Source: an optimization exercise on an open RTL-to-GDS flow (aim: small area). Production flows keep margins and buffers that such runs may drop.
Only simulation tests tie the RTL to the original design; equivalence was not proved.

## flow/design.v (module list and top-level ports; edited modules follow where they fit)
// module odd_even_sort_stage: 25 lines
// module odd_even_sort: 882 lines
module odd_even_sort #(
    parameter n = 32,
    parameter k = 8
)
(
    input [n * k - 1:0] in,
    input clk, reset,
    output [n * k - 1:0] out
);
  // ...
==> flow/flow/run.sh <==
#!/bin/bash
# The standard layout, with plain buf_1 cells (instead of the default delay
# buffers) as the port buffers that buffer_ports puts on every input and output.
set -euo pipefail
export BUFFER_PORTS_ARGS="-buffer_cell sky130_fd_sc_hd__buf_1"
bash standard.sh > standard.log 2>&1
==> flow/standard.sh <==
#!/bin/bash
# synth_recipe.tcl (not shown) runs the flow's synth.tcl, then flattens the netlist and writes it again
# the make line also repeats each setting of config.mk as NAME=value (left out here)
make -C /OpenROAD-flow-scripts/flow DESIGN_CONFIG=/design/flow/config.mk WORK_HOME=/design/flow/orfs CLKGATE_MAP_FILE= SYNTH_SCRIPT=/design/flow/synth_recipe.tcl "${@:-finish}"
==> flow/config.mk <==
export PLATFORM = sky130hd
export DESIGN_NAME = odd_even_sort
export DESIGN_NICKNAME = odd_even_sort
export VERILOG_FILES = /design/flow/design.v
export SDC_FILE = /design/flow/constraint.sdc
export NUM_CORES = 4
export LEC_CHECK = 0
export ABC_AREA = 1
export CAP_MARGIN = 20
export CORE_MARGIN = 2
export CORE_UTILIZATION = 55
export CTS_BUF_LIST = sky130_fd_sc_hd__clkbuf_16
export CTS_CLUSTER_DIAMETER = 80
export CTS_CLUSTER_SIZE = 24
export PLACE_DENSITY = 0.68
export SETUP_SLACK_MARGIN = 0.1
export SLEW_MARGIN = 20
==> flow/constraint.sdc <==
create_clock -name core_clock -period 5.0 [get_ports {clk}]
set_input_delay 1.0000 -clock core_clock [delete_from_list [all_inputs] [get_ports {clk}]]
set_output_delay 1.0000 -clock core_clock [all_outputs]
set_load 0.01 [all_outputs]
==> out/metrics.cfg, run 1 <==
[timing]
fin_skew_ns=0.0649
setup_slack_ns=0.467
worst_hold_slack_ns=0.0896
setup_viol=0
period_minus_slack_ns=4.53
period_share_pct=90.7
hold_viol=0

[global_routing]
use_met2_pct=44.9

[worst_setup_path]
r2r-start=r3[177]$_DFF_P_
critPathMaxStageDelay_ns=0.82

[synthesis]
synth_top_area_share_pct=69.2
yosysUniqueCellTypes=72
synth.net_count=20900
synth-compound-area-share_pct=12.1

[die]
n_tap_cell=4794

[clocking]
cts_buffers=349
cts_num_sinks=6973

[outcome]
status=finished clean

[placed_design]
place_area_um2=210000
placed_cells=25900

[finish]
multi_input_gates=10700
dominant_cells=sequential cells
final_common_cell=dfxtp_1
multiInputGateArea_um2=49700

==> inputs of run 2 (changes only) <==
--- a/flow/design.v
+++ b/flow/design.v
@@ -27,23 +27,29 @@
     parameter n = 32,
     parameter k = 8
 )
 (
     input [n * k - 1:0] in,
     input clk, reset,
     output [n * k - 1:0] out
 );
-    reg [32:0] valid;
+    reg [5:0] since;
+    reg valid;
     always @(posedge clk, posedge reset)
     begin
-        if (reset)
-            valid <= 33'd0;
-        else
-            valid <= {valid[31:0], 1'b1};
+        if (reset) begin
+            since <= 6'd0;
+            valid <= 1'b0;
+        end else begin
+            if (since != 6'd32)
+                since <= since + 6'd1;
+            if (since == 6'd32)
+                valid <= 1'b1;
+        end
     end
     wire [255:0] s0;
     odd_even_sort_stage ce0 (.a(in[0 +: 8]), .b(in[104 +: 8]), .hi(s0[0 +: 8]), .lo(s0[104 +: 8]));
     odd_even_sort_stage ce1 (.a(in[8 +: 8]), .b(in[96 +: 8]), .hi(s0[8 +: 8]), .lo(s0[96 +: 8]));
     odd_even_sort_stage ce2 (.a(in[16 +: 8]), .b(in[120 +: 8]), .hi(s0[16 +: 8]), .lo(s0[120 +: 8]));
     odd_even_sort_stage ce3 (.a(in[24 +: 8]), .b(in[112 +: 8]), .hi(s0[24 +: 8]), .lo(s0[112 +: 8]));
     odd_even_sort_stage ce4 (.a(in[32 +: 8]), .b(in[64 +: 8]), .hi(s0[32 +: 8]), .lo(s0[64 +: 8]));
     odd_even_sort_stage ce5 (.a(in[40 +: 8]), .b(in[48 +: 8]), .hi(s0[40 +: 8]), .lo(s0[48 +: 8]));
@@ -898,10 +904,10 @@
     assign dec[237] = u29[3] ? (u29[5] ? u29[6] : u29[4]) : (u29[1] ? u29[2] : u29[0]);
     assign dec[240 +: 5] = g[150 +: 5];
     wire [6:0] u30 = {(d7 > 5'd30), (d6 > 5'd30), (d5 > 5'd30), (d4 > 5'd30), (d3 > 5'd30), (d2 > 5'd30), (d1 > 5'd30)};
     assign dec[247] = u30[3];
     assign dec[246] = u30[3] ? u30[5] : u30[1];
     assign dec[245] = u30[3] ? (u30[5] ? u30[6] : u30[4]) : (u30[1] ? u30[2] : u30[0]);
     assign dec[248 +: 5] = g[155 +: 5];
     assign dec[253 +: 3] = g[195 +: 3];
-    assign out = dec & {256{valid[32]}};
+    assign out = dec & {256{valid}};
 endmodule
==> run 2 against run 1 <==
Compared with the run above:
- utilization about the same
- final cell count up 0.26%
- critical path depth up 1
- global-route usage down 0.91 points
- register-to-register slack about the same
- synthesized area about the same
- die area about the same
- worst setup slack worse by 0.035 ns
- count of clock-buffer cells in the layout unchanged
==> out/metrics.cfg, run 2 <==
[synthesis]
synth_area_leaders=dfxtp_1 (69%), nand2_1 (7.6%), o21ai_0 (6.7%), inv_1 (4.7%), nor2_1 (2.9%)
async_flop_share_pct=0.101
synth.net_count=21000  ; +0.51%
synth_seq_cells=6947
synth_most_common_cell=dfxtp_1
synth.cell_area_um2=201000
synth_cells=20700
yosysTopAreaCell=dfxtp_1
yosysWarnings=1
postSynthAreaPerCell_um2=9.68
yosysUniqueCellTypes=74  ; +2.8%
synth_edf_count=0
synth_top_area_share_pct=69.3  ; about the same
netlist_top_cells_count=dfxtp_1 (6940), nand2_1 (4048), o21ai_0 (2665)
seq_area_frac_synth_pct=69.4
synth_ff_type=dfxtp_1

[timing]
period_minus_slack_ns=4.57  ; +0.0346 ns
worst_pin_slew_ns=1.17
setup_slack_ns=0.432  ; -0.0346 ns
setup_tns_ns=0
setup_viol=0  ; unchanged
period_share_pct=91.4  ; +0.69 points
fin_skew_ns=0.0574  ; -0.00748 ns
fmax_mhz=219
slew_viol_final=0
maxSlewHeadroom_pct=21.5
worst_hold_slack_ns=0.211  ; +0.122 ns
hold_viol=0  ; unchanged
rsz0062_at_grt=true

[clocking]
cts_num_sinks=6947  ; -0.37%
tritoncts=yes
cts_buffer_depth=4
cts.clk_slew.worst_paths_ns=0.08
cts_buffers=348  ; -0.29%
clk_latency_ns=0.97
cts_root_buffer=clkbuf_16
h-tree-depth=5

[worst_setup_path]
arrival_ns=3.57
crit_start=r32[179]$_DFF_P_
crit_top_cell=nor2_1
critical_path.reg2reg.endpoint=r7[165]$_DFF_P_
slowest_stage=dfxtp_1
crit_path_end_kind=output port
critPathMaxStageDelay_ns=0.66  ; -0.16 ns
cp_cell_sequence=nand2_1 -> nor2_1 -> inv_1 -> nor2_1 -> inv_1 -> a31oi_1 -> o21ai_0 -> nor2_1 -> buf_1
crit_type=reg -> out
reg2reg_setup_slack_ns=0.54
endpoint=out[5]
crit_required_ns=4.00
cp_max_fo=12
r2r-start=r6[103]$_DFF_P_
start_kind=flip-flop
r2r_cells=30

[finish]
areaGrowthSynthToFinish_pct=9.93
final_cells=26400
multiInputGateArea_um2=50100  ; +0.83%
drive_gt1_share_pct=4.90
design_area_um2=220000
final_common_cell=dfxtp_1
fill_cells=30100
nNetsFinal=21800
final_cell_mix=dfxtp_1 (6940), nand2_1 (4046), o21ai_0 (2642)
register_area_um2=139000
utilization_pct=60.8

[detailed_routing]
drt_first_pass_iters=6
wl_per_cell_um=17.6
drc_errors=0
final_antenna_net_count=0
vias=129000
routed_wl_um=466000
drt_iter0_drc=8663
viasPerCell=4.89

[placed_design]
placed_cells=26000  ; +0.29%
gp_congestion=0.986
port_buffers=513
place_hpwl_um=362000
dp_slack_ns=0.454
place_area_um2=210000  ; about the same

[global_routing]
grt_max_degree=67
grt_antenna_before_repair=21
grt_overflow=0
first_global_vias=118000
grt_usage_pct=24.5
grt_pass1_wl_um=692000

[outcome]
status=finished clean

[min_path]
hp-class=in -> reg

[die]
die_h_um=608
fp.dieW_um=608
dieArea_um2=369000
initial_core_util_pct=55.3
io-pin-count=514
std_cell_rows=221
core_um2=363000

[job]
drv_cap=0

[run 2: cell count changes in the layout (fill, tap and decap cells not counted), sizes merged, moves of 14 or more]
cell / delta
a31oi: +14
buf: -16
dfrtp: -26
inv: +27
nand2: +67
nand3: +29
o211ai: -21
o21ai: +28
o31ai: +16
[run 2: per-layer routing]
layer	global-route usage [%]	up-vias	share of wire [%]
met1	29.7	58000	42
met5	0	-	0.0077
met4	12.8	6	6.0
met3	2.87	821	4.4
li1	-	67500	-
met2	42.6	3054	48
[run 2: worst min path at each step]
stage / from / end / slack [ns] / cells after the start
detailed placement: r7[132]$_DFF_P_ / r8[132]$_DFF_P_ / 0.31 / 0
CTS: in[215] / r0[215]$_DFF_P_ / 0.14 / 2
global placement: r6[249]$_DFF_P_ / r7[156]$_DFF_P_ / 0.31 / 0
finish: in[215] / r0[215]$_DFF_P_ / 0.21 / 2
global route: in[111] / r0[111]$_DFF_P_ / 0.20 / 2
floorplan: r9[0]$_DFF_P_ / r10[0]$_DFF_P_ / 0.31 / 0
[run 2: logic make-up after synthesis]
group,share of synthesized area [%]
xor gates and xnor gates,0.0175
buffers and inverters,5.67
and+or+nand+nor,12.7
adders and majority gates,0.0674
muxes,0.00562
DFF,69.4
AOI/OAI and AO/OA,12.1
[run 2: timing repair]
item,in CTS,in global routing
setup endpoints to repair,0,9
buffers inserted,0,0
endpoints found under the hold margin,7,0
gates resized for setup,0,10
hold buffers,1,0
[run 2: critical path, delay by kind of cell (launching register included)]
kind	cells	cell delay [ns]
buf+inv	3	0.46
simple gates	4	1.27
compound gates	2	0.23
flops	1	0.66
[run 2: area by class of cell]
| class | instances | area share, % |
|---|---|---|
| flip-flops and latches | 6947 | 63.1 |
| multi-input cells | 10800 | 22.7 |
| inverters | 2532 | 4.32 |
| clock buffers | 350 | 3.97 |
| well taps | 4794 | 2.72 |
| repair buffers | 944 | 2.47 |
| clock inverters | 85 | 0.618 |
| diodes | 42 | 0.0477 |

[port drivers added, routing unchanged]
In the flow no input, the clock included, has a driving cell. The finished layouts below were timed again as built, in two steps.
Step 1 sets driving cells, clkbuf_16 on the clock port and buf_2 on the other inputs (assumed; they add their load-dependent delay and slew).
Step 2 times the ports against the registers' clock, not the clock port: input delays grow and output delays shrink by t, the midpoint of the rising clock arrivals with the driver on.
Slacks: no drivers / after step 1 / after step 2; pairs: no drivers / after step 1.
run	t, ns	setup WS [ns]	worst setup path after step 2	worst data-port slew with drivers (ns)	pins driven straight from the clock port
run 1	1.050	0.467 / 0.349 / 0.552	register to register	0.10	1
run 2	1.054	0.432 / 0.311 / 0.536	register to register	0.06	1
After both steps every run listed still meets setup and hold.
